This design comes from an exercise in tuning for small area, a short achievable clock period and few clock cycles per item on the open sky130 flow, not from production work. Where RTL was checked, it was by simulation tests only, not by an equivalence proof against the original. Only the layout flow was run in runs 1 to 4; the RTL was not checked for function there. Power and IR drop assume default switching activity.

`design.v`:
```
module svmstorage #(parameter W = 10, parameter DEPTH = 1) (
    input                  clk,
    input                  en,
    input                  ld,
    input      [W-1:0]     din,
    output     [W-1:0]     head,
    output     [W-1:0]     tail
);
reg [W-1:0] q [0:DEPTH-1];
integer n;
always @(posedge clk) begin
    if (en | ld)
        q[0] <= din;
    if (en)
        for (n = 1; n < DEPTH; n = n + 1)
            q[n] <= q[n-1];
end
assign head = q[0];
assign tail = q[DEPTH-1];
endmodule
module testDataModule (
    input              pass,
    input              dbl,
    input              ng,
    input      [10:0]  v,
    output     [11:0]  u
);
wire [11:0] vs  = {v[10], v};
wire [11:0] mag = ({12{pass}} & vs) | ({12{dbl}} & {vs[10:0], 1'b0});
wire [11:0] t   = mag ^ {12{ng}};
assign u = {~t[11], t[10:0]};
endmodule
module fsm_Hand(clk,rst,start,ready,result,write1,write2,SVMin,datain);
input clk,rst,start;
input write1;
input write2;
input signed [8:0] SVMin;
input signed [1:0] datain;
output result;
output ready;
reg ready;
reg result;
localparam IDLE = 2'd0, LW = 2'd1, LX = 2'd2, CP = 2'd3;
reg [1:0] st;
reg [3:0] row, col, k;
wire wbeat = (st == LW) & write1;
wire xbeat = (st == LX) & write2;
reg fin;
always @(posedge clk or negedge rst)
    if (!rst) begin
        st <= IDLE; ready <= 1'b0;
    end else
        case (st)
        IDLE: if (start) begin
                st <= LW; ready <= 1'b0;
              end
        LW:   if (write1 && row == 4'd10 && col == 4'd10) st <= LX;
        LX:   if (write2 && k == 4'd10) st <= CP;
        CP:   if (fin) begin
                ready <= 1'b1;
                st    <= IDLE;
              end
        endcase
always @(posedge clk) begin
    if (st == IDLE) begin
        row <= 4'd0; col <= 4'd0; k <= 4'd0;
    end else begin
        if (wbeat) begin
            if (col == 4'd10) begin
                col <= 4'd0; row <= row + 4'd1;
            end else
                col <= col + 4'd1;
        end
        if (xbeat) k <= k + 4'd1;
    end
end
reg [1:0] xv [0:8];
reg [1:0] xl;
reg [3:0] negs;
wire dm1 = datain[0];
wire dm2 = datain[1] & ~datain[0];
wire ds  = datain[1];
always @(posedge clk) begin : xh
    integer i;
    for (i = 0; i <= 8; i = i + 1)
        if (xbeat && k == i) xv[i] <= datain;
    if (xbeat) xl <= datain;
    if (st == IDLE) negs <= 4'd0;
    else if (xbeat) negs <= negs + {3'd0, ds};
end
reg [8:0]  Wq;
reg [8:0]  enR;
reg        enN, ldN, den, rot;
reg [9:0]  rtail;
reg        sp, sd, sn;          
reg        dq1, dq4;            
reg        first, lastL;
always @(posedge clk) begin : ctl
    integer i;
    Wq  <= SVMin;
    for (i = 0; i <= 8; i = i + 1)
        enR[i] <= wbeat & (((row == i) & (col >= i + 2)) | ((row >= i + 2) & (col == i)));
    enN <= wbeat & (col == row + 4'd1);
    ldN <= wbeat & (col + 4'd1 == row);
    den <= (wbeat & (col == row)) | xbeat;
    rot <= col < row;
    sp  <= xbeat & (k != 4'd0) & dm1;
    sd  <= xbeat & (k != 4'd0) & dm2;
    sn  <= xbeat & (k != 4'd0) & ds;
    dq1 <= xbeat & dm1;
    dq4 <= xbeat & dm2;
    first <= xbeat & (k == 4'd0);
    lastL <= xbeat & (k == 4'd10);
    fin   <= lastL;
end
wire [9:0] tail [0:8];
wire [9:0] ntail, nhead;
wire [8:0] dtail;
reg [9:0] rnext;
always @* begin : rsel_mux
    integer i;
    rnext = (col + 4'd1 == row) ? nhead : 10'd0;
    for (i = 0; i <= 8; i = i + 1)
        rnext = rnext | ({10{col == i && col + 4'd1 != row}} & tail[i]);
end
always @(posedge clk)
    rtail <= rnext;
wire [9:0] Wx = {Wq[8], Wq};
wire [9:0] hin = rot ? (rtail + Wx) : Wx;
genvar g;
generate
    for (g = 0; g <= 8; g = g + 1) begin : row_q
        svmstorage #(.W(10), .DEPTH(9 - g)) q (.clk(clk), .en(enR[g] | (xbeat & (k > g))), .ld(1'b0),
                                               .din(hin), .head(), .tail(tail[g]));
    end
endgenerate
svmstorage #(.W(10), .DEPTH(10)) nq (.clk(clk), .en(enN | (xbeat & (k != 4'd0))), .ld(ldN),
                                     .din(hin), .head(nhead), .tail(ntail));
svmstorage #(.W(9), .DEPTH(11)) dq (.clk(clk), .en(den), .ld(1'b0),
                                    .din(Wq), .head(), .tail(dtail));
function [31:0] csa;            
    input [15:0] a, b, c;
    begin
        csa[15:0]  = a ^ b ^ c;
        csa[31:16] = {((a & b) | (a & c) | (b & c)), 1'b0};
    end
endfunction
wire [11:0] u [0:9];
wire [15:0] z [0:9];
generate
    for (g = 0; g <= 8; g = g + 1) begin : term
        wire act = (k > g);
        testDataModule t (.pass(act & xv[g][0]), .dbl(act & xv[g][1] & ~xv[g][0]), .ng(act & xv[g][1]),
                          .v({tail[g][9], tail[g]}), .u(u[g]));
        assign z[g] = {4'd0, u[g]};
    end
endgenerate
wire [31:0] l1a = csa(z[0], z[1], z[2]);
wire [31:0] l1b = csa(z[3], z[4], z[5]);
wire [31:0] l1c = csa(z[6], z[7], z[8]);
wire [31:0] l2a = csa(l1a[15:0], l1a[31:16], l1b[15:0]);
wire [31:0] l2b = csa(l1b[31:16], l1c[15:0], l1c[31:16]);
reg  [15:0] F [0:3];
always @(posedge clk)
    if (xbeat) begin
        F[0] <= l2a[15:0]; F[1] <= l2a[31:16];
        F[2] <= l2b[15:0]; F[3] <= l2b[31:16];
    end
testDataModule tl (.pass(xl[0]), .dbl(xl[1] & ~xl[0]), .ng(xl[1]),
                   .v({ntail[9], ntail}), .u(u[9]));
assign z[9] = {4'd0, u[9]};
wire [15:0] zc = {12'hB00, negs};
wire [31:0] m1a = csa(F[0], F[1], F[2]);
wire [31:0] m1b = csa(F[3], z[9], zc);
wire [31:0] m2  = csa(m1a[15:0], m1a[31:16], m1b[15:0]);
wire [31:0] m3  = csa(m2[15:0], m2[31:16], m1b[31:16]);
reg  [15:0] E0, E1;
always @(posedge clk) begin
    E0 <= m3[15:0]; E1 <= m3[31:16];
end
wire [15:0] g0 = ({16{sp}} & E0) | ({16{sd}} & {E0[14:0], 1'b0});
wire [15:0] g1 = ({16{sp}} & E1) | ({16{sd}} & {E1[14:0], 1'b0});
wire [15:0] o0 = g0 ^ {16{sn}};
wire [15:0] o1 = g1 ^ {16{sn}};
wire [15:0] dx = {{7{dtail[8]}}, dtail};
wire [15:0] dterm = ({16{dq1}} & dx) | ({16{dq4}} & {dx[13:0], 2'b00});
reg  [15:0] Ss, Sc;
wire [15:0] s0 = first ? 16'd255 : Ss;
wire [15:0] c0 = first ? 16'd0   : Sc;
wire [31:0] n1 = csa(s0, c0, dterm);
wire [31:0] n2 = csa(n1[15:0], {n1[31:17], sn}, o0);
wire [31:0] n3 = csa(n2[15:0], {n2[31:17], sn}, o1);
always @(posedge clk) begin
    Ss <= n3[15:0];
    Sc <= n3[31:16];
end
wire [15:0] rp = Ss ^ Sc;
wire [15:0] rg = Ss & Sc;
wire        rzero = (rp == {(Ss[14:0] | Sc[14:0]), 1'b0});
reg  [14:0] G [0:4];
reg  [14:0] Pp [0:4];
always @* begin : ks
    integer lv, b, d;
    G[0] = rg[14:0]; Pp[0] = rp[14:0];
    for (lv = 1; lv <= 4; lv = lv + 1) begin
        d = 1 << (lv - 1);
        for (b = 0; b < 15; b = b + 1)
            if (b >= d) begin
                G[lv][b]  = G[lv-1][b] | (Pp[lv-1][b] & G[lv-1][b-d]);
                Pp[lv][b] = Pp[lv-1][b] & Pp[lv-1][b-d];
            end else begin
                G[lv][b]  = G[lv-1][b];
                Pp[lv][b] = Pp[lv-1][b];
            end
    end
end
wire rsign = rp[15] ^ G[4][14];
always @(posedge clk)
    result <= ~rsign & ~rzero;
endmodule
```
`run.sh`:
```
#!/bin/bash
# synth_recipe.tcl (not shown) runs the flow's synth.tcl, then flattens the netlist and writes it again
# the make line also repeats each setting of config.mk as NAME=value (left out here)
make -C /OpenROAD-flow-scripts/flow DESIGN_CONFIG=/design/flow/config.mk WORK_HOME=/design/flow/orfs CLKGATE_MAP_FILE= SYNTH_SCRIPT=/design/flow/synth_recipe.tcl finish
```
`constraint.sdc`:
```
create_clock -name core_clock -period 7.0 [get_ports {clk}]
set_input_delay 1.4000 -clock core_clock [delete_from_list [all_inputs] [get_ports {clk}]]
set_output_delay 1.4000 -clock core_clock [all_outputs]
set_load 0.01 [all_outputs]
```
`config.mk`:
```
export PLATFORM = sky130hd
export DESIGN_NAME = fsm_Hand
export DESIGN_NICKNAME = fsm_Hand
export VERILOG_FILES = /design/flow/design.v
export SDC_FILE = /design/flow/constraint.sdc
export NUM_CORES = 4
export LEC_CHECK = 0
export CAP_MARGIN = 20
export CORE_MARGIN = 2
export CORE_UTILIZATION = 65
export CTS_CLUSTER_DIAMETER = 60
export CTS_CLUSTER_SIZE = 30
export SETUP_SLACK_MARGIN = 4.55
export SLEW_MARGIN = 20
```
==> reports/results.md, run 1 <==
| Group | Result | This run |
|---|---|---|
| run status | Run status | complete, no violations |
| clock tree | Root buf cell | sky130_fd_sc_hd__clkbuf_16 |
| sta | Unrepaired setup endpoints after global routing | true |
| floorplanning | Boundary Pins | 18 |
| setup path | CP top delay family | adder cells |
| flow run | # Max-Cap Violations | 0 |
| setup path | Type of element launching the critical path | register |
| clock tree | Clock tree from TritonCTS | yes |
| logic synthesis | Synth Net Count | 2,448 |
| logic synthesis | Gate Count Post-Synth | 2,216 |
| logic synthesis | Flip-flop and latch count after synthesis | 839 |
| logic synthesis | Synthesized cell area | 0.03414 mm2 |
| sta | Post-Route Hold Slack | 348.5 ps |
| grt | Vias in the first global route | 17,039 |
| detailed routing | Via density per instance | 5.706 |
| clock tree | Level count of the clock H-tree | 2 |
| logic synthesis | Count of unique library cells instantiated by Yosys | 62 |
| floorplanning | Core Area | 0.05161 mm2 |
| logic synthesis | Dominant cell by count in the synthesized netlist | sky130_fd_sc_hd__edfxtp_1 |
| logic synthesis | Xor/xnor share of the synthesized area | 0.04101 |
| placement | Total instance count after detailed placement | 2,844 |
| setup path | Crit Path Class | reg2reg |
| finish | Final instance area | 0.03873 mm2 |
| detailed routing | Average wire per standard cell | 22.10 um |
| grt | Global-route usage over all layers | 0.2523 |
| floorplanning | Height of the die | 233.2 um |
| clock tree | Total clock sinks | 839 |
| sta | Final worst slack | 4442 ps |
| logic synthesis | Most common library cells after synthesis | sky130_fd_sc_hd__edfxtp_1 (719), sky130_fd_sc_hd__nor2_1 (184), sky130_fd_sc_hd__inv_1 (176) |
| setup path | Worst Setup End Kind | register |
| logic synthesis | Predominant post-synthesis flop cell | sky130_fd_sc_hd__edfxtp_1 |
| finish | Final Net Count | 2,561 |
| logic synthesis | Average cell area after synthesis | 15.41 um2 |
| sta | FMAX | 0.3909 GHz |
| min path | Worst min path class | reg2reg |
| grt | Maximum number of pins on one net before global-route repair | 74 |
| logic synthesis | Largest area contributor in the netlist | sky130_fd_sc_hd__edfxtp_1 |
| logic synthesis | Sequential fraction of the synthesis area | 0.7033 |
| grt | Initial antenna violation count | 5 |
| pwr | Leak Pwr | 13.87 nW |
| logic synthesis | Number of synthesized flops with an enable pin | 719 |
| logic synthesis | Combinational family with the most area after synthesis | adder cells |
| detailed routing | Wire length after detailed routing | 67,350 um |
| pwr | PwrDens | 341.1 mW/mm2 |
| placement | Global placer's final weighted congestion | 0.9156 |
| sta | Post-layout min period | 2558 ps |
| placement | Placed wire-length estimate | 44,360 um |
| logic synthesis | Ys async rst share | 0.003576 |
| logic synthesis | Cells taking the most area after synthesis | sky130_fd_sc_hd__edfxtp_1 (63%), sky130_fd_sc_hd__fa_1 (8.0%), sky130_fd_sc_hd__dfxtp_1 (6.9%) |
| logic synthesis | Warnings, synthesis | 31 |
| finish | Share of final-layout standard cells stronger than drive strength 1 | 0.1627 |
| floorplanning | X dimension of the die | 233.2 um |
| detailed routing | Number of optimization iterations in the first detailed-route pass | 8 |
| clock tree | Clock Latency Late Sink | 620 ps |
| setup path | Most common cell type on the critical path | sky130_fd_sc_hd__fa_2 |
| sta | Slew @ Worst Pin | 1165 ps |
| grt | Wire length of the first global-routing pass | 100,400 um |
| setup path | Number of buffer and inverter stages on the critical path | 1 |
| clock tree | Inserted Clock Buffers | 47 |
| setup path | Delay of the slowest cell on the worst path | 560 ps |
| logic synthesis | Proportion of synthesized area in mux cells | 0.005901 |
| detailed routing | Number of nets with antenna violations after routing | 0 |
| logic synthesis | Basic-gate share of the synthesized area counting and, or, nand and nor cells | 0.05652 |
| detailed routing | Vias post-DR | 17,393 |
| placement | Number of port buffers | 17 |
| finish | Syn-to-layout area delta | 13.45% |
| sta | Number of failing setup endpoints in the final timing report | 0 |
| logic synthesis | Compound-Gate Fraction of Synth Area | 0.05509 |
| finish | Post-route non-filler standard cell count | 3,048 |
| placement | Standard cell area after detailed placement | 0.03508 mm2 |
| setup path | Ordered cell list for the critical path | nor3b_2, a21oi_2, fa_1, inv_2, fa_2, fa_2 |
| grt | Total grt overflow | 0 |
| logic synthesis | Area share of the leading cell type in the synthesized netlist | 0.6325 |
| sta | Final clock skew | 21.86 ps |
| pwr | Max VDD drop | 0.3752 mV |
| sta | Relative slew margins | 0.2230 |
| placement | Post-Place Worst Slack | 2709 ps |
| floorplanning | Area enclosed by the die boundary | 0.05437 mm2 |
| sta | Sum Neg Setup Slack | 0 ps |
| logic synthesis | Adder-Cell Fraction of Synth Area | 0.1093 |
| setup path | Arrival time reported for the critical path endpoint | 3060 ps |
| setup path | Slowest library cell on the worst path | sky130_fd_sc_hd__fa_2 |
| sta | Number of hold violations in the final report | 0 |
| clock tree | Number of buffers on the longest clock path | 3 |
| floorplanning | Initial core utilization | 0.6614 |
| clock tree | Reg clk slew, reported paths | 90 ps |
| floorplanning | Number of cell rows | 83 |
| detailed routing | Post-detailed-route DRC marker count | 0 |
| setup path | Max FO, Critical Path | 6 |
| detailed routing | Violation count after the first detailed-route iteration | 1,492 |
| sta | Share of the cycle needed by the critical path after routing | 0.3655 |
| setup path | Required time reported for the critical path endpoint | 7500 ps |
| sta | Final-report max-slew violation count | 0 |
cells in the final DEF (no fill, tap or decap), types with 59 or more instances in the layout:
cell type                  count
sky130_fd_sc_hd__edfxtp_1    719
sky130_fd_sc_hd__nor2_1      165
sky130_fd_sc_hd__nand2_1     112
sky130_fd_sc_hd__a21oi_1      95
sky130_fd_sc_hd__xor2_1       98
sky130_fd_sc_hd__inv_1       165
sky130_fd_sc_hd__fa_1        112
sky130_fd_sc_hd__buf_4        73
sky130_fd_sc_hd__ha_1         73
sky130_fd_sc_hd__dfxtp_1     100
sky130_fd_sc_hd__a22oi_1      59
routing by layer:
| metal | global-route usage | vias up | share of wire |
|---|---|---|---|
| met4 | 0.07783 | 0 | 0.030 |
| met1 | 0.3717 | 8589 | 0.42 |
| met3 | 0.03284 | 113 | 0.072 |
| met2 | 0.4002 | 645 | 0.47 |
| li1 | - | 8046 | - |
| met5 | 0 | - | 0 |
stage by stage:
step	total power, W	utilization
final	0.01321	0.7504
after CTS	0.01310	0.7368
after floorplan	0.008642	-
after global placement	0.009534	0.6796
after detailed placement	0.009660	0.6796
after global routing	0.01388	0.7503
path summary, 6_finish.rpt:
| check | start | endpoint | slack, ps | depth (start not counted) |
|---|---|---|---|---|
| max | xl[0] | E0[3] | 4440 | 6 |
| min | lastL | fin | 350 | 0 |
| min in group asynchronous | rst | st[1] | 980 | 1 |
| max reg2reg | xl[0] | E0[3] | 4440 | 6 |
| max in group asynchronous | rst | st[0] | 5850 | 1 |
| min reg2reg | lastL | fin | 350 | 0 |
registers in the layout (all words and copies together), names as in the netlist, 2 cells and up:
name,cells
row,4
Sc,15
enR,9
col,4
F,50
row_q.q.q,450
negs,4
Wq,9
nq.q,100
xv,18
k,4
rtail,10
dq.q,99
st,2
E1,14
E0,15
xl,2
Ss,16
cells by family after synthesis:
kind of cell | after synthesis
and+or+nand+nor | 428
muxes | 19
adders and majority gates | 216
AOI/OAI and AO/OA | 296
DFF | 839
xor gates and xnor gates | 159
buffers and inverters | 259
what timing repair did:
item | CTS | global route
hold buffers | 0 | 0
pin swaps | 54 | 63
setup endpoints to repair | 793 | 132
cloned | 15 | 3
gates resized for setup | 131 | 122
buffers inserted | 73 | 25
where the power goes:
| group | total (W) | internal [W] | switching, W |
|---|---|---|---|
| registers | 0.00682 | 0.00643 | 0.000390 |
| clock network | 0.00319 | 0.00146 | 0.00173 |
| logic | 0.00320 | 0.00121 | 0.00199 |
| total | 0.0132 | 0.00910 | 0.00411 |
worst register-to-register path: stages, from the launching register on:
cell and delay, ps:
sky130_fd_sc_hd__edfxtp_1 550, sky130_fd_sc_hd__nor3b_2 290, sky130_fd_sc_hd__a21oi_2 80, sky130_fd_sc_hd__fa_1 500, sky130_fd_sc_hd__inv_2 40, sky130_fd_sc_hd__fa_2 560, sky130_fd_sc_hd__fa_2 420
layout make-up:
| type | count | area, um2 |
|---|---|---|
| Fill cell | 3040 | 12880 |
| Antenna cell | 1 | 2.502 |
| Tap cell | 680 | 850.8 |
| Multi-Input combinational cell | 1132 | 10030 |
| Clock buffer | 57 | 1266 |
| Clock inverter | 30 | 499.2 |
| Sequential cell | 839 | 24050 |
| Timing Repair Buffer | 132 | 1343 |
| Inverter | 177 | 689.4 |
==> inputs of run 2 (changes only) <==
--- a/design.v
+++ b/design.v
@@ -75,7 +75,8 @@
     end
 end
 reg [1:0] xv [0:8];
-reg [1:0] xl;
+reg       lp, ld, ln;           
+reg [8:0] kgt;                  
 reg [3:0] negs;
 wire dm1 = datain[0];
 wire dm2 = datain[1] & ~datain[0];
@@ -84,9 +85,14 @@
     integer i;
     for (i = 0; i <= 8; i = i + 1)
         if (xbeat && k == i) xv[i] <= datain;
-    if (xbeat) xl <= datain;
-    if (st == IDLE) negs <= 4'd0;
-    else if (xbeat) negs <= negs + {3'd0, ds};
+    if (xbeat) begin
+        lp <= dm1; ld <= dm2; ln <= ds;
+    end
+    if (st == IDLE) begin
+        negs <= 4'd0; kgt <= 9'd0;
+    end else if (xbeat) begin
+        negs <= negs + {3'd0, ds}; kgt <= {kgt[7:0], 1'b1};
+    end
 end
 reg [8:0]  Wq;
 reg [8:0]  enR;
@@ -130,7 +136,7 @@
 genvar g;
 generate
     for (g = 0; g <= 8; g = g + 1) begin : row_q
-        svmstorage #(.W(10), .DEPTH(9 - g)) q (.clk(clk), .en(enR[g] | (xbeat & (k > g))), .ld(1'b0),
+        svmstorage #(.W(10), .DEPTH(9 - g)) q (.clk(clk), .en(enR[g] | (xbeat & kgt[g])), .ld(1'b0),
                                                .din(hin), .head(), .tail(tail[g]));
     end
 endgenerate
@@ -149,7 +155,7 @@
 wire [15:0] z [0:9];
 generate
     for (g = 0; g <= 8; g = g + 1) begin : term
-        wire act = (k > g);
+        wire act = kgt[g];
         testDataModule t (.pass(act & xv[g][0]), .dbl(act & xv[g][1] & ~xv[g][0]), .ng(act & xv[g][1]),
                           .v({tail[g][9], tail[g]}), .u(u[g]));
         assign z[g] = {4'd0, u[g]};
@@ -166,7 +172,7 @@
         F[0] <= l2a[15:0]; F[1] <= l2a[31:16];
         F[2] <= l2b[15:0]; F[3] <= l2b[31:16];
     end
-testDataModule tl (.pass(xl[0]), .dbl(xl[1] & ~xl[0]), .ng(xl[1]),
+testDataModule tl (.pass(lp), .dbl(ld), .ng(ln),
                    .v({ntail[9], ntail}), .u(u[9]));
 assign z[9] = {4'd0, u[9]};
 wire [15:0] zc = {12'hB00, negs};
==> run 2 against run 1 <==
  * Still clean
  * Final cell count grew 1.8%
  * Fmax fell by 4.0%
  * Worst hold slack got worse by 5.4 ps
  * Synthesized cell count grew 1.4%
  * Sequential power about the same
  * Largest cell class unchanged
  * Combinational power shrank 5%
  * Highest routed layer is now met5
  * Non-clock buffer count shrank 3
==> reports/results.md, run 2 <==
| Group | Result | This run | vs previous |
|---|---|---|---|
| run status | Run status | complete, no violations |  |
| floorplanning | X dimension of the die | 234.4 um | +0.53% |
| logic synthesis | Dominant cell by count in the synthesized netlist | sky130_fd_sc_hd__edfxtp_1 |  |
| grt | Global-route usage over all layers | 0.2818 | +0.02949 |
| setup path | Worst Setup End Kind | register |  |
| clock tree | Level count of the clock H-tree | 2 | unchanged |
| pwr | Leak Pwr | 14.36 nW | +3.5% |
| logic synthesis | Cells taking the most area after synthesis | sky130_fd_sc_hd__edfxtp_1 (63%), sky130_fd_sc_hd__fa_1 (7.9%), sky130_fd_sc_hd__dfxtp_1 (7.3%) |  |
| finish | Count of fill cells added during filler insertion | 3,004 | -1.2% |
| detailed routing | Vias post-DR | 18,107 | +4.1% |
| placement | Global placer's final weighted congestion | 0.9283 | +1.4% |
| finish | Post-layout utilization of the core | 0.7506 | about the same |
| floorplanning | Initial core utilization | 0.6566 | -0.004771 |
| finish | Most frequent standard cell in the layout excluding fill and tap cells | sky130_fd_sc_hd__edfxtp_1 |  |
| detailed routing | Violation count after the first detailed-route iteration | 1,823 | +22% |
| logic synthesis | Count of unique library cells instantiated by Yosys | 54 | -13% |
| pwr | PwrDens | 329.6 mW/mm2 | -3.4% |
| floorplanning | Boundary Pins | 18 | unchanged |
| logic synthesis | Predominant post-synthesis flop cell | sky130_fd_sc_hd__edfxtp_1 |  |
| detailed routing | Number of nets with antenna violations after routing | 0 | unchanged |
| logic synthesis | Gate Count Post-Synth | 2,248 | +1.4% |
| floorplanning | Core Area | 0.05255 mm2 | +1.8% |
| clock tree | Clock tree from TritonCTS | yes |  |
| finish | Syn-to-layout area delta | 14.32% |  |
| pwr | Post-layout power | 0.01300 W | -1.6% |
| logic synthesis | Adder-Cell Fraction of Synth Area | 0.1081 | -0.001169 |
| sta | Slew @ Worst Pin | 731.2 ps | -434.2 ps |
| sta | Number of hold violations in the final report | 0 | unchanged |
| setup path | Type of element launching the critical path | register |  |
| logic synthesis | Largest area contributor in the netlist | sky130_fd_sc_hd__edfxtp_1 |  |
| clock tree | Root buf cell | sky130_fd_sc_hd__clkbuf_16 |  |
| logic synthesis | Warnings, synthesis | 31 | unchanged |
| grt | Wire length of the first global-routing pass | 110,000 um | +9.6% |
| setup path | Max FO, Critical Path | 4 | -2 |
| detailed routing | Wire length after detailed routing | 76,770 um | +14% |
| logic synthesis | Average cell area after synthesis | 15.35 um2 | -0.36% |
| placement | Placed wire-length estimate | 48,400 um | +9.1% |
| floorplanning | Height of the die | 234.4 um | +0.53% |
| setup path | Arrival time reported for the critical path endpoint | 3140 ps | +80 ps |
| detailed routing | Post-detailed-route DRC marker count | 0 | unchanged |
| grt | Vias in the first global route | 17,903 | +5.1% |
| grt | Total grt overflow | 0 | unchanged |
| sta | Final clock skew | 42.75 ps | +20.89 ps |
| finish | Share of final-layout standard cells stronger than drive strength 1 | 0.1772 | +0.01457 |
| logic synthesis | Combinational family with the most area after synthesis | adder cells |  |
| logic synthesis | Synthesized cell area | 0.03451 mm2 | +1.1% |
| clock tree | Clock Latency Late Sink | 630 ps | about the same |
| placement | Post-Place Worst Slack | 2780 ps | +70.83 ps |
| logic synthesis | Number of synthesized flops with an enable pin | 720 | +0.14% |
| finish | Register bank with the most flops | row_q.q.q |  |
| sta | Unrepaired setup endpoints after global routing | true |  |
| logic synthesis | Synth Net Count | 2,480 | +1.3% |
| logic synthesis | Flip-flop and latch count after synthesis | 849 | +1.2% |
| clock tree | Inserted Clock Buffers | 45 | -4.3% |
| sta | Final worst slack | 4335 ps | -106.5 ps |
| sta | FMAX | 0.3753 GHz | -4.0% |
| grt | Maximum number of pins on one net before global-route repair | 92 | +24% |
| sta | Final-report max-slew violation count | 0 | unchanged |
| min path | Worst min path class | reg2reg |  |
| clock tree | Reg clk slew, reported paths | 100 ps | about the same |
| floorplanning | Area enclosed by the die boundary | 0.05495 mm2 | +1.1% |
| detailed routing | Number of optimization iterations in the first detailed-route pass | 5 | -3 |
| sta | Number of failing setup endpoints in the final timing report | 0 | unchanged |
| clock tree | Number of buffers inserted by hold repair at cts | 0 | unchanged |
| sta | Post-layout min period | 2665 ps | +106.5 ps |
| sta | Relative slew margins | 0.5110 | +0.2879 |
| finish | Highest-count cells in the layout ignoring fill and taps | sky130_fd_sc_hd__edfxtp_1 (720), sky130_fd_sc_hd__inv_1 (159), sky130_fd_sc_hd__nand2_1 (148), sky130_fd_sc_hd__fa_1 (123), sky130_fd_sc_hd__dfxtp_1 (96) |  |
| clock tree | Total clock sinks | 849 | +1.2% |
| logic synthesis | Area share of the leading cell type in the synthesized netlist | 0.6266 | -0.005895 |
| finish | Final Net Count | 2,613 | +2.0% |
| logic synthesis | Ys async rst share | 0.003534 | -0.00004212 |
| finish | Max reg flops | 450 | unchanged |
| logic synthesis | Sequential fraction of the synthesis area | 0.7018 | -0.001431 |
| sta | Share of the cycle needed by the critical path after routing | 0.3807 | +0.01522 |
| floorplanning | Number of cell rows | 84 | +1.2% |
| flow run | # Max-Cap Violations | 0 | unchanged |
| logic synthesis | Xor/xnor share of the synthesized area | 0.03242 | -0.008597 |
| pwr | Max VDD drop | 0.3399 mV | -9.4% |
| logic synthesis | Proportion of synthesized area in mux cells | 0.004931 | -0.0009696 |
| setup path | Crit Path Class | reg2reg |  |
| grt | Initial antenna violation count | 4 | -1 |
| logic synthesis | Compound-Gate Fraction of Synth Area | 0.05461 | -0.0004805 |
| logic synthesis | Most common library cells after synthesis | sky130_fd_sc_hd__edfxtp_1 (720), sky130_fd_sc_hd__inv_1 (178), sky130_fd_sc_hd__nand2_1 (162) |  |
| sta | Sum Neg Setup Slack | 0 ps | unchanged |
| setup path | Required time reported for the critical path endpoint | 7480 ps | -20 ps |
| detailed routing | Average wire per standard cell | 24.74 um | +12% |
| placement | Number of port buffers | 17 | unchanged |
| finish | Antenna diode count | 0 | -1 |
| logic synthesis | Basic-gate share of the synthesized area counting and, or, nand and nor cells | 0.06875 | +0.01223 |
| clock tree | Number of buffers on the longest clock path | 3 | unchanged |
| finish | Largest registers ranked by flip-flop count | row_q.q.q x450, nq.q x100, dq.q x99 |  |
| detailed routing | Via density per instance | 5.835 | +2.3% |
run 2: power by group:
| group | switching (W) | leakage [nW] | total [W] | internal (W) |
|---|---|---|---|---|
| Sequential | 0.000421 | 7.62 | 0.00685 | 0.00643 |
| Clock | 0.00174 | 0.784 | 0.00313 | 0.00139 |
| Combinational | 0.00185 | 5.96 | 0.00303 | 0.00117 |
run 2: per-layer routing:
| layer | global-route usage | wire, um | vias up |
|---|---|---|---|
| li1 | - | - | 8234 |
| met1 | 0.3710 | 29990 | 9053 |
| met2 | 0.4688 | 38040 | 648 |
| met3 | 0.03526 | 4755 | 170 |
| met4 | 0.1423 | 3982 | 2 |
| met5 | 0 | 10 | - |
run 2: critical path, stage by stage (launching register included):
cell and delay [ps]:
sky130_fd_sc_hd__edfxtp_1 510, sky130_fd_sc_hd__buf_4 190, sky130_fd_sc_hd__a22oi_2 200, sky130_fd_sc_hd__xor2_2 230, sky130_fd_sc_hd__fa_1 450, sky130_fd_sc_hd__inv_1 90, sky130_fd_sc_hd__fa_2 450, sky130_fd_sc_hd__fa_1 430
run 2: cell families after synthesis:
kind of cell               Yosys count
and+or+nand+nor                    474
muxes                               16
xor gates and xnor gates           126
DFF                                849
buffers and inverters              267
AOI/OAI and AO/OA                  300
adders and majority gates          216
run 2: per-stage QoR:
step                      std cells  instance area (um2)  hold slack [ps]
final                          3103                39450            343.1
after global routing           3103                39450            339.5
after CTS                      3066                38660            342.5
after detailed placement       2871                35410            343.7
after global placement         2871                35400            360.2
after floorplan                2248                34660            309.6
run 2: path summary, 6_finish.rpt:
path                       start    end  slack, ps  depth (start not counted)
max                           lp  E0[3]       4340                          7
min                        lastL    fin        340                          0
max reg2reg                   lp  E0[3]       4340                          7
min reg2reg                lastL    fin        340                          0
max in group asynchronous    rst  st[1]       5850                          1
min in group asynchronous    rst  ready        970                          1
run 2: what timing repair did:
action                                  4_1_cts  5_1_grt
setup buffers                                70       30
endpoints found under the setup margin      775      105
gates cloned                                 44        6
pin swaps                                    45       76
resized for setup                           150      132
run 2: layout make-up:
class / count / area, um2 / share of cell area
Sequential cell: 849 / 24270 / 0.6153
Timing Repair Buffer: 129 / 1319 / 0.03343
Clock buffer: 52 / 1195 / 0.03029
Clock inverter: 29 / 461.7 / 0.01170
Inverter: 179 / 700.7 / 0.01776
Timing Repair inverter: 2 / 32.53 / 0.0008247
Tap cell: 688 / 860.8 / 0.02182
Multi-Input combinational cell: 1175 / 10600 / 0.2688
==> inputs of run 3 (changes only) <==
--- a/design.v
+++ b/design.v
@@ -4,7 +4,8 @@
     input                  ld,
     input      [W-1:0]     din,
     output     [W-1:0]     head,
-    output     [W-1:0]     tail
+    output     [W-1:0]     tail,
+    output     [W-1:0]     pre
 );
 reg [W-1:0] q [0:DEPTH-1];
 integer n;
@@ -17,6 +18,7 @@
 end
 assign head = q[0];
 assign tail = q[DEPTH-1];
+assign pre  = q[(DEPTH > 1) ? DEPTH-2 : 0];
 endmodule
 module testDataModule (
     input              pass,
@@ -75,7 +77,6 @@
     end
 end
 reg [1:0] xv [0:8];
-reg       lp, ld, ln;           
 reg [8:0] kgt;                  
 reg [3:0] negs;
 wire dm1 = datain[0];
@@ -85,9 +86,6 @@
     integer i;
     for (i = 0; i <= 8; i = i + 1)
         if (xbeat && k == i) xv[i] <= datain;
-    if (xbeat) begin
-        lp <= dm1; ld <= dm2; ln <= ds;
-    end
     if (st == IDLE) begin
         negs <= 4'd0; kgt <= 9'd0;
     end else if (xbeat) begin
@@ -120,7 +118,7 @@
     fin   <= lastL;
 end
 wire [9:0] tail [0:8];
-wire [9:0] ntail, nhead;
+wire [9:0] ntail, npre, nhead;
 wire [8:0] dtail;
 reg [9:0] rnext;
 always @* begin : rsel_mux
@@ -137,13 +135,13 @@
 generate
     for (g = 0; g <= 8; g = g + 1) begin : row_q
         svmstorage #(.W(10), .DEPTH(9 - g)) q (.clk(clk), .en(enR[g] | (xbeat & kgt[g])), .ld(1'b0),
-                                               .din(hin), .head(), .tail(tail[g]));
+                                               .din(hin), .head(), .tail(tail[g]), .pre());
     end
 endgenerate
 svmstorage #(.W(10), .DEPTH(10)) nq (.clk(clk), .en(enN | (xbeat & (k != 4'd0))), .ld(ldN),
-                                     .din(hin), .head(nhead), .tail(ntail));
+                                     .din(hin), .head(nhead), .tail(ntail), .pre(npre));
 svmstorage #(.W(9), .DEPTH(11)) dq (.clk(clk), .en(den), .ld(1'b0),
-                                    .din(Wq), .head(), .tail(dtail));
+                                    .din(Wq), .head(), .tail(dtail), .pre());
 function [31:0] csa;            
     input [15:0] a, b, c;
     begin
@@ -172,9 +170,12 @@
         F[0] <= l2a[15:0]; F[1] <= l2a[31:16];
         F[2] <= l2b[15:0]; F[3] <= l2b[31:16];
     end
-testDataModule tl (.pass(lp), .dbl(ld), .ng(ln),
-                   .v({ntail[9], ntail}), .u(u[9]));
-assign z[9] = {4'd0, u[9]};
+wire [9:0] nnext = (k == 4'd0) ? ntail : npre;
+reg  [11:0] ul;
+testDataModule tl (.pass(dm1), .dbl(dm2), .ng(ds), .v({nnext[9], nnext}), .u(u[9]));
+always @(posedge clk)
+    if (xbeat) ul <= u[9];
+assign z[9] = {4'd0, ul};
 wire [15:0] zc = {12'hB00, negs};
 wire [31:0] m1a = csa(F[0], F[1], F[2]);
 wire [31:0] m1b = csa(F[3], z[9], zc);
==> run 3 against run 2 <==
  * Core utilization down 1.5 points
  * Critical path depth down 6
  * Largest cell class unchanged
  * Critical endpoint is now ready
  * Highest routed layer unchanged
  * Non-clock buffer count down 39
  * Final cell count down 1.4%
  * Wire length down 2.3%
  * Still clean
  * Count of clock-buffer cells in the layout up 2
  * Via count down 1.1%
==> reports/results.md, run 3 <==
| Group | Result | This run | vs previous |
|---|---|---|---|
| grt | Wire length of the first global-routing pass | 111,300 um | +1.2% |
| sta | Post-layout min period | 2539 ps | -126.1 ps |
| clock tree | Level count of the clock H-tree | 2 | unchanged |
| logic synthesis | Count of unique library cells instantiated by Yosys | 56 | +3.7% |
| pwr | Fraction of power spent switching nets | 0.3102 | +0.001821 |
| sta | Share of the cycle needed by the critical path after routing | 0.3627 | -0.01802 |
| pwr | PwrDens | 333.4 mW/mm2 | +1.2% |
| setup path | Crit Path Class | reg2out |  |
| logic synthesis | Warnings, synthesis | 31 | unchanged |
| sta | Final clock skew | 25.63 ps | -17.12 ps |
| placement | Placed wire-length estimate | 48,670 um | +0.56% |
| floorplanning | Area enclosed by the die boundary | 0.05544 mm2 | +0.91% |
| detailed routing | Via density per instance | 5.853 | +0.30% |
| min path | Endpoint of the worst hold-timing path | fin |  |
| finish | Highest-count cells in the layout ignoring fill and taps | sky130_fd_sc_hd__edfxtp_1 (729), sky130_fd_sc_hd__inv_1 (163), sky130_fd_sc_hd__nand2_1 (135), sky130_fd_sc_hd__fa_1 (126), sky130_fd_sc_hd__dfxtp_1 (113) |  |
| sta | Final-report max-slew violation count | 0 | unchanged |
| setup path | R2r setup slk | 4570 ps | +230 ps |
| pwr | Internal power | 0.008932 W | -0.67% |
| floorplanning | X dimension of the die | 235.5 um | +0.45% |
| finish | Syn-to-layout area delta | 11.52% |  |
| clock tree | Number of buffers inserted by hold repair at cts | 0 | unchanged |
| logic synthesis | Cells taking the most area after synthesis | sky130_fd_sc_hd__edfxtp_1 (63%), sky130_fd_sc_hd__fa_1 (7.9%), sky130_fd_sc_hd__dfxtp_1 (7.2%) |  |
| sta | Number of hold violations in the final report | 0 | unchanged |
| sta | Number of failing setup endpoints in the final timing report | 0 | unchanged |
| grt | Maximum number of pins on one net before global-route repair | 77 | -16% |
| sta | Unrepaired setup endpoints after global routing | true |  |
| logic synthesis | Most common library cells after synthesis | sky130_fd_sc_hd__edfxtp_1 (729), sky130_fd_sc_hd__inv_1 (164), sky130_fd_sc_hd__nand2_1 (143) |  |
| sta | FMAX | 0.3939 GHz | +5.0% |
| floorplanning | Number of cell rows | 84 | unchanged |
| logic synthesis | Number of synthesized flops with an enable pin | 729 | +1.3% |
| setup path | Number of buffer and inverter stages on the critical path | 1 | -1 |
| floorplanning | Height of the die | 235.5 um | +0.45% |
| logic synthesis | Gate Count Post-Synth | 2,250 | +0.089% |
| setup path | Max FO, Critical Path | 2 | -2 |
| floorplanning | Boundary Pins | 18 | unchanged |
| placement | Global placer's final weighted congestion | 0.9553 | +2.9% |
| pwr | Share of total power in combinational logic | 0.217 | -0.016 |
| clock tree | Clock Latency Late Sink | 620 ps | about the same |
| grt | Total grt overflow | 0 | unchanged |
| pwr | Relative contribution of sequential cells to total power | 0.538 | +0.011 |
| logic synthesis | Largest area contributor in the netlist | sky130_fd_sc_hd__edfxtp_1 |  |
| setup path | Required time reported for the critical path endpoint | 5600 ps | -1880 ps |
| floorplanning | Core Area | 0.05276 mm2 | +0.40% |
| logic synthesis | Dominant cell by count in the synthesized netlist | sky130_fd_sc_hd__edfxtp_1 |  |
| setup path | Type of element launching the critical path | register |  |
| run status | Run status | complete, no violations |  |
| detailed routing | Average wire per standard cell | 24.51 um | -0.95% |
| min path | Worst min path class | reg2reg |  |
| placement | Number of port buffers | 17 | unchanged |
| finish | Register bank with the most flops | row_q.q.q |  |
| sta | Sum Neg Setup Slack | 0 ps | unchanged |
| setup path | Ordered cell list for the critical path | buf_2 |  |
| logic synthesis | Predominant post-synthesis flop cell | sky130_fd_sc_hd__edfxtp_1 |  |
| setup path | Arrival time reported for the critical path endpoint | 1140 ps | -2000 ps |
| detailed routing | Wire length after detailed routing | 74,990 um | -2.3% |
| finish | Largest registers ranked by flip-flop count | row_q.q.q x450, nq.q x100, dq.q x99 |  |
| min path | Hold_sp | lastL |  |
| setup path | Worst reg2reg path endpoint | row_q[0].q.q[0][9] |  |
| setup path | Worst Setup End Kind | output port |  |
| finish | Max reg flops | 450 | unchanged |
| detailed routing | Violation count after the first detailed-route iteration | 1,698 | -6.9% |
| grt | Vias in the first global route | 17,757 | -0.82% |
| detailed routing | Post-detailed-route DRC marker count | 0 | unchanged |
| clock tree | Inserted Clock Buffers | 45 | unchanged |
| detailed routing | Number of nets with antenna violations after routing | 0 | unchanged |
| setup path | Delay of the slowest cell on the worst path | 390 ps | -120 ps |
| clock tree | Reg clk slew, reported paths | 90 ps | about the same |
| detailed routing | Number of optimization iterations in the first detailed-route pass | 6 | +1 |
| sta | Slew @ Worst Pin | 916.6 ps | +185.4 ps |
| logic synthesis | Flip-flop and latch count after synthesis | 858 | +1.1% |
| detailed routing | Vias post-DR | 17,910 | -1.1% |
| pwr | Switch Pwr | 0.004017 W | +0.18% |
| finish | Antenna diode count | 0 | unchanged |
| clock tree | Clock tree from TritonCTS | yes |  |
| logic synthesis | Ys async rst share | 0.003497 | -0.00003707 |
| grt | Global-route usage over all layers | 0.2757 | -0.006127 |
| min path | Worst Hold Path Cells | 0 | unchanged |
| setup path | Startpoint of the worst register-to-register path | rtail[1] |  |
| logic synthesis | Sequential fraction of the synthesis area | 0.7032 | +0.001356 |
| setup path | Slowest library cell on the worst path | sky130_fd_sc_hd__dfrtp_1 |  |
| pwr | Post-layout power | 0.01295 W | -0.40% |
| logic synthesis | Synth Net Count | 2,482 | +0.081% |
| pwr | Max VDD drop | 0.3441 mV | +1.2% |
| logic synthesis | Area share of the leading cell type in the synthesized netlist | 0.6286 | +0.002043 |
| finish | Final Net Count | 2,569 | -1.7% |
| finish | Most frequent standard cell in the layout excluding fill and tap cells | sky130_fd_sc_hd__edfxtp_1 |  |
| clock tree | Number of buffers on the longest clock path | 3 | unchanged |
| pwr | Clock share of power | 0.244 | +0.003 |
| setup path | CP top delay family | flip-flops |  |
| finish | Share of final-layout standard cells stronger than drive strength 1 | 0.1235 | -0.05370 |
| clock tree | Root buf cell | sky130_fd_sc_hd__clkbuf_16 |  |
| flow run | # Max-Cap Violations | 0 | unchanged |
| setup path | Cell depth of the worst flop-to-flop path | 8 | +1 |
| floorplanning | Initial core utilization | 0.6601 | +0.003407 |
| logic synthesis | Synthesized cell area | 0.03482 mm2 | +0.92% |
| sta | Relative slew margins | 0.3889 | -0.1221 |
| clock tree | Total clock sinks | 858 | +1.1% |
| logic synthesis | Average cell area after synthesis | 15.48 um2 | +0.83% |
| grt | Initial antenna violation count | 2 | -2 |
| pwr | Leak Pwr | 14.07 nW | -2.0% |
==> run 3: repair_timing <==
item                                    4_1_cts  5_1_grt
pin swaps                                     5       22
buffers inserted                             52        9
cloned                                       41        1
endpoints found under the setup margin      747       95
resized for setup                            76       65
==> run 3: worst max-delay path by stage <==
stage	from	endpoint	slack [ps]	cells after the start
6_report	ready	ready	4460	1
5_1_grt	ready	ready	4410	1
4_1_cts	ready	ready	4420	1
3_5_place_dp	write2	nq.q[0][3]	2640	5
3_3_place_gp	write2	nq.q[0][3]	2710	5
2_1_floorplan	write2	nq.q[0][0]	4170	4
==> run 3: layout make-up <==
cell class	instances	area, um2
flip-flops and latches	858	24510
fillers	3191	13920
multi-input cells	1171	10250
clock buffers	54	1212
repair buffers	90	882.1
well taps	688	860.8
inverters	168	646.9
clock inverters	28	446.7
repair inverters	3	26.28
==> run 3: cell families after synthesis <==
group           Yosys count  synth area share
xor+xnor                113           0.02864
flops                   858            0.7032
buf+inv                 259           0.02845
mux                      24          0.007222
fa+ha+maj               216            0.1071
compound gates          291           0.05418
simple gates            489           0.07117
==> run 3: routing by layer <==
| layer | vias to the layer above | routed length [um] | global-route usage |
|---|---|---|---|
| li1 | 8199 | - | - |
| met1 | 9001 | 30080 | 0.3734 |
| met2 | 589 | 37450 | 0.4700 |
| met3 | 119 | 4708 | 0.03248 |
| met4 | 2 | 2739 | 0.09709 |
| met5 | - | 11 | 0 |
==> run 3: per-stage QoR <==
step | instance area, um2 | instances | setup WS [ps] | utilization | hold WS, ps
4_1_cts | 38520 | 3050 | 4420 | 0.7301 | 337.7
2_1_floorplan | 34960 | 2250 | 4174 | - | 309.6
5_1_grt | 38840 | 3060 | 4412 | 0.7361 | 341.6
3_5_place_dp | 35710 | 2875 | 2644 | 0.6767 | 314.4
3_3_place_gp | 35710 | 2875 | 2710 | 0.6767 | 320.6
6_report | 38840 | 3060 | 4461 | 0.7361 | 335.9
==> run 3: power groups by stage <==
stage / clock [W] / sequential (W) / combinational (W)
floorplan: 0 / 0.00688 / 0.00172
global placement: 0 / 0.00706 / 0.00244
detailed placement: 0 / 0.00709 / 0.00254
CTS: 0.00322 / 0.00697 / 0.00271
global route: 0.00338 / 0.00704 / 0.00313
finish: 0.00316 / 0.00697 / 0.00281
==> inputs of run 4 (changes only) <==
--- a/design.v
+++ b/design.v
@@ -165,16 +165,17 @@
 wire [31:0] l2a = csa(l1a[15:0], l1a[31:16], l1b[15:0]);
 wire [31:0] l2b = csa(l1b[31:16], l1c[15:0], l1c[31:16]);
 reg  [15:0] F [0:3];
-always @(posedge clk)
-    if (xbeat) begin
-        F[0] <= l2a[15:0]; F[1] <= l2a[31:16];
-        F[2] <= l2b[15:0]; F[3] <= l2b[31:16];
-    end
+reg         vB;                 
+always @(posedge clk) begin
+    F[0] <= l2a[15:0]; F[1] <= l2a[31:16];
+    F[2] <= l2b[15:0]; F[3] <= l2b[31:16];
+    vB   <= xbeat;
+end
 wire [9:0] nnext = (k == 4'd0) ? ntail : npre;
 reg  [11:0] ul;
 testDataModule tl (.pass(dm1), .dbl(dm2), .ng(ds), .v({nnext[9], nnext}), .u(u[9]));
 always @(posedge clk)
-    if (xbeat) ul <= u[9];
+    ul <= u[9];
 assign z[9] = {4'd0, ul};
 wire [15:0] zc = {12'hB00, negs};
 wire [31:0] m1a = csa(F[0], F[1], F[2]);
@@ -182,9 +183,10 @@
 wire [31:0] m2  = csa(m1a[15:0], m1a[31:16], m1b[15:0]);
 wire [31:0] m3  = csa(m2[15:0], m2[31:16], m1b[31:16]);
 reg  [15:0] E0, E1;
-always @(posedge clk) begin
-    E0 <= m3[15:0]; E1 <= m3[31:16];
-end
+always @(posedge clk)
+    if (vB) begin
+        E0 <= m3[15:0]; E1 <= m3[31:16];
+    end
 wire [15:0] g0 = ({16{sp}} & E0) | ({16{sd}} & {E0[14:0], 1'b0});
 wire [15:0] g1 = ({16{sp}} & E1) | ({16{sd}} & {E1[14:0], 1'b0});
 wire [15:0] o0 = g0 ^ {16{sn}};
==> run 4 against run 3 <==
  * Fmax decreased by 0.94%
  * Final area decreased by 1.3%
  * Combinational power decreased by 4%
  * Wire length decreased by 0.18%
  * Sequential power decreased by 2%
  * Sequential cell count increased by 1
  * Register-to-register slack improved by 20 ps
  * Largest cell class unchanged
==> reports/results.md, run 4 <==
| Group | Result | This run | vs previous |
|---|---|---|---|
| pwr | Max VDD drop | 0.2712 mV | -21% |
| finish | Final Net Count | 2,564 | -0.19% |
| logic synthesis | Sequential fraction of the synthesis area | 0.6992 | -0.004037 |
| detailed routing | Post-detailed-route DRC marker count | 0 | unchanged |
| detailed routing | Vias post-DR | 17,799 | -0.62% |
| setup path | CP top delay family | flip-flops |  |
| logic synthesis | Synthesized cell area | 0.03458 mm2 | -0.70% |
| finish | Final instance area | 0.03834 mm2 | -1.3% |
| logic synthesis | Count of unique library cells instantiated by Yosys | 56 | unchanged |
| pwr | PwrDens | 334.9 mW/mm2 | +0.45% |
| logic synthesis | Ys async rst share | 0.003492 | -0.000004070 |
| run status | Run status | complete, no violations |  |
| setup path | Number of buffer and inverter stages on the critical path | 1 | unchanged |
| logic synthesis | Predominant post-synthesis flop cell | sky130_fd_sc_hd__edfxtp_1 |  |
| placement | Number of port buffers | 17 | unchanged |
| clock tree | Root buf cell | sky130_fd_sc_hd__clkbuf_16 |  |
| grt | Maximum number of pins on one net before global-route repair | 100 | +30% |
| setup path | Worst Setup End Kind | output port |  |
| sta | Slew @ Worst Pin | 881.5 ps | -35.15 ps |
| clock tree | Number of buffers on the longest clock path | 3 | unchanged |
| finish | Syn-to-layout area delta | 10.88% |  |
| grt | Wire length of the first global-routing pass | 109,100 um | -2.0% |
| logic synthesis | Dominant cell by count in the synthesized netlist | sky130_fd_sc_hd__edfxtp_1 |  |
| logic synthesis | Adder-Cell Fraction of Synth Area | 0.1079 | +0.0007520 |
| logic synthesis | Number of synthesized flops with an enable pin | 696 | -4.5% |
| finish | Most frequent standard cell in the layout excluding fill and tap cells | sky130_fd_sc_hd__edfxtp_1 |  |
| logic synthesis | Gate Count Post-Synth | 2,274 | +1.1% |
| logic synthesis | Xor/xnor share of the synthesized area | 0.02887 | +0.0002372 |
| setup path | Type of element launching the critical path | register |  |
| floorplanning | X dimension of the die | 234.7 um | -0.34% |
| floorplanning | Core Area | 0.05255 mm2 | -0.40% |
| grt | Global-route usage over all layers | 0.2712 | -0.004426 |
| finish | Max reg flops | 450 | unchanged |
| min path | Worst min path class | reg2reg |  |
| setup path | Slowest library cell on the worst path | sky130_fd_sc_hd__dfrtp_1 |  |
| detailed routing | Number of nets with antenna violations after routing | 0 | unchanged |
| clock tree | Total clock sinks | 859 | +0.12% |
| logic synthesis | Area share of the leading cell type in the synthesized netlist | 0.6044 | -0.02424 |
| sta | FMAX | 0.3902 GHz | -0.94% |
| logic synthesis | Proportion of synthesized area in mux cells | 0.007272 | +0.00005069 |
| sta | Final clock skew | 35.06 ps | +9.433 ps |
| min path | Worst Hold Path Cells | 0 | unchanged |
| logic synthesis | Largest area contributor in the netlist | sky130_fd_sc_hd__edfxtp_1 |  |
| sta | Unrepaired setup endpoints after global routing | true |  |
| pwr | Relative contribution of sequential cells to total power | 0.531 | -0.007 |
| grt | Most congested layer reported by global routing | met2 |  |
| clock tree | Clock Latency Late Sink | 650 ps | +30 ps |
| sta | Sum Neg Setup Slack | 0 ps | unchanged |
| grt | Met1 capacity usage during global routing | 0.3802 | +0.006830 |
| pwr | Internal power | 0.008888 W | -0.49% |
| floorplanning | Number of cell rows | 84 | unchanged |
| finish | Post-route non-filler standard cell count | 3,060 | unchanged |
| sta | Share of the cycle needed by the critical path after routing | 0.3661 | +0.003454 |
| setup path | Required time reported for the critical path endpoint | 5600 ps | about the same |
| grt | Total grt overflow | 0 | unchanged |
| min path | Hold_sp | lastL |  |
| pwr | Clock share of power | 0.259 | +0.015 |
| pwr | Share of total power in combinational logic | 0.210 | -0.007 |
| grt | Global-route track usage on met2 | 0.4370 | -0.03298 |
| detailed routing | Violation count after the first detailed-route iteration | 1,619 | -4.7% |
| sta | Final-report max-slew violation count | 0 | unchanged |
| setup path | Startpoint of the worst register-to-register path | dq1 |  |
| setup path | Ordered cell list for the critical path | buf_2 |  |
| setup path | Max FO, Critical Path | 2 | unchanged |
| floorplanning | Initial core utilization | 0.6581 | -0.001979 |
| floorplanning | Boundary Pins | 18 | unchanged |
| detailed routing | Average wire per standard cell | 24.46 um | -0.18% |
| setup path | Worst reg2reg path endpoint | Ss[7] |  |
| logic synthesis | Synth Net Count | 2,506 | +0.97% |
| min path | Endpoint of the worst hold-timing path | fin |  |
| floorplanning | Area enclosed by the die boundary | 0.05506 mm2 | -0.69% |
| logic synthesis | Flip-flop and latch count after synthesis | 859 | +0.12% |
| logic synthesis | Compound-Gate Fraction of Synth Area | 0.05243 | -0.001754 |
| setup path | Origin of the worst setup path | ready |  |
| floorplanning | Height of the die | 234.7 um | -0.34% |
| finish | Antenna diode count | 0 | unchanged |
| finish | Post-layout utilization of the core | 0.7296 | -0.006460 |
| clock tree | Reg clk slew, reported paths | 100 ps | about the same |
| clock tree | Number of buffers inserted by hold repair at cts | 0 | unchanged |
| finish | Highest-count cells in the layout ignoring fill and taps | sky130_fd_sc_hd__edfxtp_1 (696), sky130_fd_sc_hd__inv_1 (165), sky130_fd_sc_hd__nand2_1 (161), sky130_fd_sc_hd__dfxtp_1 (145), sky130_fd_sc_hd__fa_1 (135) |  |
| pwr | Leak Pwr | 13.98 nW | -0.65% |
| sta | Number of failing setup endpoints in the final timing report | 0 | unchanged |
| finish | Share of final-layout standard cells stronger than drive strength 1 | 0.1050 | -0.01855 |
| logic synthesis | Basic-gate share of the synthesized area counting and, or, nand and nor cells | 0.07638 | +0.005203 |
| grt | Vias in the first global route | 17,377 | -2.1% |
| pwr | Switch Pwr | 0.003954 W | -1.6% |
| finish | Largest registers ranked by flip-flop count | row_q.q.q x450, nq.q x100, dq.q x99 |  |
| logic synthesis | Cells taking the most area after synthesis | sky130_fd_sc_hd__edfxtp_1 (60%), sky130_fd_sc_hd__dfxtp_1 (9.3%), sky130_fd_sc_hd__fa_1 (7.9%) |  |
| detailed routing | Wire length after detailed routing | 74,850 um | -0.18% |
| detailed routing | Number of optimization iterations in the first detailed-route pass | 6 | unchanged |
| clock tree | Level count of the clock H-tree | 2 | unchanged |
| placement | Standard cell area after detailed placement | 0.03548 mm2 | -0.64% |
| sta | Post-layout min period | 2563 ps | +24.18 ps |
| grt | Initial antenna violation count | 1 | -1 |
| clock tree | Inserted Clock Buffers | 48 | +6.7% |
| sta | Number of hold violations in the final report | 0 | unchanged |
| logic synthesis | Warnings, synthesis | 31 | unchanged |
| placement | Total instance count after detailed placement | 2,895 | +0.70% |
| grt | Met3 routing resource usage after global routing | 0.02961 | -0.002876 |
| setup path | Arrival time reported for the critical path endpoint | 1160 ps | +20 ps |
| setup path | Cell depth of the worst flop-to-flop path | 6 | -2 |
| pwr | Post-layout power | 0.01284 W | -0.82% |
| clock tree | Clock tree from TritonCTS | yes |  |
| sta | Relative slew margins | 0.4114 | +0.02248 |
| flow run | # Max-Cap Violations | 0 | unchanged |
| logic synthesis | Most common library cells after synthesis | sky130_fd_sc_hd__edfxtp_1 (696), sky130_fd_sc_hd__nand2_1 (167), sky130_fd_sc_hd__inv_1 (166) |  |
| finish | Register bank with the most flops | row_q.q.q |  |
| setup path | Crit Path Class | reg2out |  |
| detailed routing | Via density per instance | 5.817 | -0.62% |
| logic synthesis | Average cell area after synthesis | 15.21 um2 | -1.7% |
| logic synthesis | Combinational family with the most area after synthesis | adder cells |  |
| pwr | Fraction of power spent switching nets | 0.3079 | -0.002330 |
| placement | Global placer's final weighted congestion | 1.022 | +7.0% |
| finish | Count of fill cells added during filler insertion | 3,231 | +1.3% |
| setup path | Delay of the slowest cell on the worst path | 390 ps | about the same |
| setup path | R2r setup slk | 4590 ps | +20 ps |
| placement | Placed wire-length estimate | 49,270 um | +1.2% |
## run 4: cell count changes after synthesis, sizes merged, moves of 7 or more
cell    change
and2        +7
a22o        -8
a21oi       -7
nand4       +7
nand2      +24
dfxtp      +34
a221oi     -10
a222oi      -7
o21ai      -10
edfxtp     -33
a22oi      +20
## run 4: metrics by stage
stage	setup WS [ps]	hold WS (ps)
2_1_floorplan	4191	309.6
3_5_place_dp	3030	333.6
6_report	4437	357.4
4_1_cts	4409	359.4
5_1_grt	4386	364.9
3_3_place_gp	3077	316.5
## run 4: logic make-up (layout without fill, tap and decap cells)
kind of cell | after synthesis | in the layout
mux | 24 | 24
flops | 859 | 859
buf+inv | 257 | 340
simple gates | 522 | 534
xor+xnor | 114 | 114
compound gates | 282 | 285
fa+ha+maj | 216 | 216
## run 4: final cells by class
type                            count  area, um2  area share
Sequential cell                   859      24220      0.6317
Multi-Input combinational cell   1173       9943      0.2593
Timing Repair Buffer               83      852.1     0.02222
Clock inverter                     35      595.6     0.01553
Clock buffer                       55       1227     0.03201
Inverter                          167      641.9     0.01674
Tap cell                          688      860.8     0.02245
## run 4: worst max path at each step
stage | to | slack, ps | cells past startpoint
after floorplan | nq.q[0][0] | 4190 | 4
after global placement | nq.q[0][3] | 3080 | 5
after detailed placement | nq.q[0][3] | 3030 | 5
after CTS | ready | 4410 | 1
after global routing | ready | 4390 | 1
final | ready | 4440 | 1
## run 4: what timing repair did
item	CTS	global route
setup endpoints to repair	686	91
buffers inserted	35	24
resized for setup	60	36
pin swaps	8	9
gates cloned	15	1
## run 4: layer usage
metal / share of wire / up-vias
met1: 0.41 / 8917
met5: 0 / -
met2: 0.48 / 583
met4: 0.054 / 0
met3: 0.057 / 167
li1: - / 8132
## run 4: power by group through the flow
stage,logic [W],registers (W),clock network (W)
finish,0.00270,0.00682,0.00332
global route,0.00298,0.00688,0.00354
floorplan,0.00163,0.00681,0
CTS,0.00258,0.00683,0.00337
global placement,0.00231,0.00692,0
detailed placement,0.00243,0.00695,0
==> inputs of run 5 (changes only) <==
--- a/design.v
+++ b/design.v
@@ -151,10 +151,22 @@
 endfunction
 wire [11:0] u [0:9];
 wire [15:0] z [0:9];
+reg [8:0] tp, td, tn;
+always @(posedge clk) begin : tc
+    integer i;
+    reg [1:0] xn;
+    reg       an;
+    for (i = 0; i <= 8; i = i + 1) begin
+        xn = (xbeat && k == i) ? datain : xv[i];
+        an = (st != IDLE) & (kgt[i] | (xbeat & (k == i)));
+        tp[i] <= an & xn[0];
+        td[i] <= an & xn[1] & ~xn[0];
+        tn[i] <= an & xn[1];
+    end
+end
 generate
     for (g = 0; g <= 8; g = g + 1) begin : term
-        wire act = kgt[g];
-        testDataModule t (.pass(act & xv[g][0]), .dbl(act & xv[g][1] & ~xv[g][0]), .ng(act & xv[g][1]),
+        testDataModule t (.pass(tp[g]), .dbl(td[g]), .ng(tn[g]),
                           .v({tail[g][9], tail[g]}), .u(u[g]));
         assign z[g] = {4'd0, u[g]};
     end
--- a/config.mk
+++ b/config.mk
@@ -12,3 +12,4 @@
 export CTS_CLUSTER_SIZE = 30
 export SETUP_SLACK_MARGIN = 4.55
 export SLEW_MARGIN = 20
+export TNS_END_PERCENT = 30
==> run 5 against run 4 <==
  * Synthesized cell count decreased by 4.2%
  * Sequential share of layout area increased by 1.4 points
  * Power up 1.3%
  * Global-route usage fell by 2.2 points
  * Worst hold slack worse by 23 ps
  * Sequential cell count grew 27
  * Sequential power increased by 3.2%
  * Non-clock buffer count decreased by 37
  * Core utilization shrank 0.84 points
  * Clock power shrank 5%
  * Final cell count is 4.3% lower
  * Largest power group unchanged
  * Highest routed layer unchanged
==> reports/results.md, run 5 <==
| Group | Result | This run | vs previous |
|---|---|---|---|
| run status | Run status | complete, no violations |  |
| finish | Share of final-layout standard cells stronger than drive strength 1 | 0.08973 | -0.01524 |
| clock tree | Number of buffers on the longest clock path | 3 | unchanged |
| flow run | # Max-Cap Violations | 0 | unchanged |
| finish | Register bank with the most flops | row_q.q.q |  |
| clock tree | Clock Latency Late Sink | 620 ps | -30 ps |
| detailed routing | Post-detailed-route DRC marker count | 0 | unchanged |
| grt | Maximum number of pins on one net before global-route repair | 100 | unchanged |
| placement | Number of port buffers | 17 | unchanged |
| logic synthesis | Synth Net Count | 2,411 | -3.8% |
| clock tree | Total clock sinks | 886 | +3.1% |
| clock tree | Level count of the clock H-tree | 2 | unchanged |
| pwr | Post-layout power | 0.01301 W | +1.3% |
| clock tree | Clock tree from TritonCTS | yes |  |
| detailed routing | Via density per instance | 5.861 | +0.76% |
| setup path | Type of element launching the critical path | register |  |
| clock tree | Inserted Clock Buffers | 46 | -4.2% |
| detailed routing | Wire length after detailed routing | 68,310 um | -8.7% |
| detailed routing | Number of optimization iterations in the first detailed-route pass | 5 | -1 |
| setup path | Max FO, Critical Path | 2 | unchanged |
| floorplanning | Height of the die | 235.4 um | +0.30% |
| detailed routing | WL met1 | 28,340 um | -8.0% |
| finish | Syn-to-layout area delta | 9.371% |  |
| detailed routing | Length of routed met2 wiring | 33,200 um | -7.2% |
| floorplanning | Initial core utilization | 0.6595 | +0.001410 |
| logic synthesis | Most common library cells after synthesis | sky130_fd_sc_hd__edfxtp_1 (678), sky130_fd_sc_hd__dfxtp_1 (205), sky130_fd_sc_hd__inv_1 (173) |  |
| logic synthesis | Average cell area after synthesis | 15.97 um2 | +5.0% |
| sta | Share of the cycle needed by the critical path after routing | 0.3595 | -0.006613 |
| pwr | PwrDens | 341.9 mW/mm2 | +2.1% |
| logic synthesis | Area share of the leading cell type in the synthesized netlist | 0.5851 | -0.01923 |
| sta | Final clock skew | 27.42 ps | -7.638 ps |
| placement | Total instance count after detailed placement | 2,816 | -2.7% |
| sta | Post-layout min period | 2517 ps | -46.29 ps |
| grt | Initial antenna violation count | 5 | +4 |
| floorplanning | Core Area | 0.05276 mm2 | +0.40% |
| clock tree | Reg clk slew, reported paths | 90 ps | about the same |
| logic synthesis | Synthesized cell area | 0.03479 mm2 | +0.62% |
| floorplanning | X dimension of the die | 235.4 um | +0.30% |
| sta | Unrepaired setup endpoints after global routing | true |  |
| logic synthesis | Adder-Cell Fraction of Synth Area | 0.1072 | -0.0006596 |
| min path | Worst min path class | reg2reg |  |
| setup path | Arrival time reported for the critical path endpoint | 1120 ps | -40 ps |
| setup path | Worst Setup End Kind | output port |  |
| logic synthesis | Ys async rst share | 0.003386 | -0.0001064 |
| clock tree | Root buf cell | sky130_fd_sc_hd__clkbuf_16 |  |
| logic synthesis | Basic-gate share of the synthesized area counting and, or, nand and nor cells | 0.04657 | -0.02981 |
| grt | Global-route usage over all layers | 0.2497 | -0.02157 |
| logic synthesis | Cells taking the most area after synthesis | sky130_fd_sc_hd__edfxtp_1 (59%), sky130_fd_sc_hd__dfxtp_1 (12%), sky130_fd_sc_hd__fa_1 (7.9%) |  |
| finish | Most frequent standard cell in the layout excluding fill and tap cells | sky130_fd_sc_hd__edfxtp_1 |  |
| clock tree | Number of buffers inserted by hold repair at cts | 0 | unchanged |
| placement | Placed wire-length estimate | 47,170 um | -4.2% |
| sta | FMAX | 0.3974 GHz | +1.8% |
| pwr | Leak Pwr | 13.59 nW | -2.8% |
| logic synthesis | Warnings, synthesis | 31 | unchanged |
| placement | Global placer's final weighted congestion | 0.9793 | -4.2% |
| finish | Largest registers ranked by flip-flop count | row_q.q.q x450, nq.q x100, dq.q x99 |  |
| setup path | Ordered cell list for the critical path | clkbuf_2 |  |
| finish | Max reg flops | 450 | unchanged |
| setup path | Delay of the slowest cell on the worst path | 390 ps | about the same |
| finish | Post-route non-filler standard cell count | 2,929 | -4.3% |
| logic synthesis | Flip-flop and latch count after synthesis | 886 | +3.1% |
| logic synthesis | Number of synthesized flops with an enable pin | 678 | -2.6% |
| setup path | CP top delay family | flip-flops |  |
| sta | Sum Neg Setup Slack | 0 ps | unchanged |
| logic synthesis | Compound-Gate Fraction of Synth Area | 0.05563 | +0.003204 |
| setup path | Number of buffer and inverter stages on the critical path | 1 | unchanged |
| detailed routing | Violation count after the first detailed-route iteration | 1,598 | -1.3% |
| sta | Post-Route Hold Slack | 334.9 ps | -22.56 ps |
| logic synthesis | Count of unique library cells instantiated by Yosys | 66 | +18% |
| grt | Wire length of the first global-routing pass | 101,700 um | -6.8% |
| placement | Standard cell area after detailed placement | 0.03569 mm2 | +0.60% |
| finish | Final Net Count | 2,438 | -4.9% |
| floorplanning | Boundary Pins | 18 | unchanged |
| sta | Relative slew margins | 0.4318 | +0.02040 |
| finish | Final instance area | 0.03806 mm2 | -0.75% |
| detailed routing | Number of nets with antenna violations after routing | 0 | unchanged |
| logic synthesis | Sequential fraction of the synthesis area | 0.7052 | +0.006082 |
| grt | Total grt overflow | 0 | unchanged |
| logic synthesis | Predominant post-synthesis flop cell | sky130_fd_sc_hd__edfxtp_1 |  |
| logic synthesis | Largest area contributor in the netlist | sky130_fd_sc_hd__edfxtp_1 |  |
| grt | Vias in the first global route | 16,861 | -3.0% |
| logic synthesis | Proportion of synthesized area in mux cells | 0.01183 | +0.004558 |
| detailed routing | Vias post-DR | 17,166 | -3.6% |
| finish | Highest-count cells in the layout ignoring fill and taps | sky130_fd_sc_hd__edfxtp_1 (678), sky130_fd_sc_hd__dfxtp_1 (195), sky130_fd_sc_hd__inv_1 (170), sky130_fd_sc_hd__fa_1 (137), sky130_fd_sc_hd__a22oi_1 (129) |  |
| pwr | Max VDD drop | 0.3267 mV | +20% |
| floorplanning | Number of cell rows | 84 | unchanged |
| logic synthesis | Xor/xnor share of the synthesized area | 0.04473 | +0.01586 |
| logic synthesis | Combinational family with the most area after synthesis | adder cells |  |
| sta | Slew @ Worst Pin | 851.2 ps | -30.33 ps |
| setup path | Crit Path Class | reg2out |  |
| sta | Number of hold violations in the final report | 0 | unchanged |
| setup path | Required time reported for the critical path endpoint | 5600 ps | about the same |
| setup path | Slowest library cell on the worst path | sky130_fd_sc_hd__dfrtp_1 |  |
| detailed routing | Total length of routed met3 wires | 4014 um | -5.2% |
| detailed routing | Average wire per standard cell | 23.32 um | -4.7% |
| sta | Final-report max-slew violation count | 0 | unchanged |
| logic synthesis | Dominant cell by count in the synthesized netlist | sky130_fd_sc_hd__edfxtp_1 |  |
| sta | Number of failing setup endpoints in the final timing report | 0 | unchanged |
| floorplanning | Area enclosed by the die boundary | 0.05540 mm2 | +0.61% |
| detailed routing | Uppermost metal layer occupied by signal nets | met4 |  |
| logic synthesis | Gate Count Post-Synth | 2,179 | -4.2% |
## run 5: cell count changes after synthesis, sizes merged, moves of 16 or more
| cell | delta |
|---|---|
| xnor2 | +54 |
| nor3 | +17 |
| nand2 | -71 |
| nor2b | -27 |
| a22oi | +66 |
| buf | +28 |
| nand2b | -59 |
| nand3 | -26 |
| edfxtp | -18 |
| mux2i | +16 |
| and2 | -39 |
| clkbuf | -32 |
| dfxtp | +45 |
| o21ai | -64 |
## run 5: routing by layer
layer / GRT usage / up-vias
li1: - / 7847
met4: 0.09959 / 0
met5: 0 / -
met2: 0.4089 / 597
met3: 0.04092 / 134
met1: 0.3403 / 8588
## run 5: cells by family (layout without fill, tap and decap cells)
group           after synthesis  after routing
xor+xnor                    176            176
compound gates              275            275
fa+ha+maj                   216            216
flops                       886            886
mux                          40             40
simple gates                326            345
other cells                   0              1
buf+inv                     260            302
## run 5: where the power goes
group	leakage [nW]	internal (W)	switching [W]	total, W
combinational	4.91	0.00110	0.00170	0.00280
clock	0.808	0.00145	0.00172	0.00317
sequential	7.87	0.00658	0.000465	0.00704
## run 5: cell type report
class / count / area, um2
Antenna cell: 1 / 2.502
Multi-Input combinational cell: 1052 / 9767
Tap cell: 688 / 860.8
Fill cell: 3267 / 14710
Clock buffer: 56 / 1305
Clock inverter: 26 / 359.1
Timing Repair Buffer: 46 / 544.3
Sequential cell: 886 / 24560
Inverter: 174 / 653.1
## run 5: worst paths after layout
| check | start | end | slack [ps] | cells past startpoint |
|---|---|---|---|---|
| worst max-delay path | ready | ready | 4480 | 1 |
| worst min-delay path | lastL | fin | 330 | 0 |
| worst max register to register | rot | nq.q[0][6] | 4520 | 6 |
| worst min register to register | lastL | fin | 330 | 0 |
| max in group asynchronous | rst | ready | 5860 | 1 |
| min in group asynchronous | rst | st[1] | 980 | 1 |
## run 5: what timing repair did
action,CTS,global route
gates cloned,17,4
pin swaps,1,11
setup endpoints to repair,685,423
buffers inserted,1,7
gates resized for setup,35,59
## run 5: per-stage QoR
step | utilization | setup slack (ps)
finish | 0.7213 | 4483
global route | 0.7212 | 4437
CTS | 0.7141 | 4128
detailed placement | 0.6765 | 2901
global placement | 0.6765 | 2954
floorplan | - | 3428
Testbench counts of run 5, summed over its fixed seeds: cycles 25,920, items 192.

Re-timed with assumed drivers on the ports (clkbuf_16 on the clock, buf_2 on other inputs), run 5 has 4.421 ns of setup slack against 4.483 ns with ideal ports, and 3.861 ns once port delays also move by the mid clock arrival of 0.668 ns.
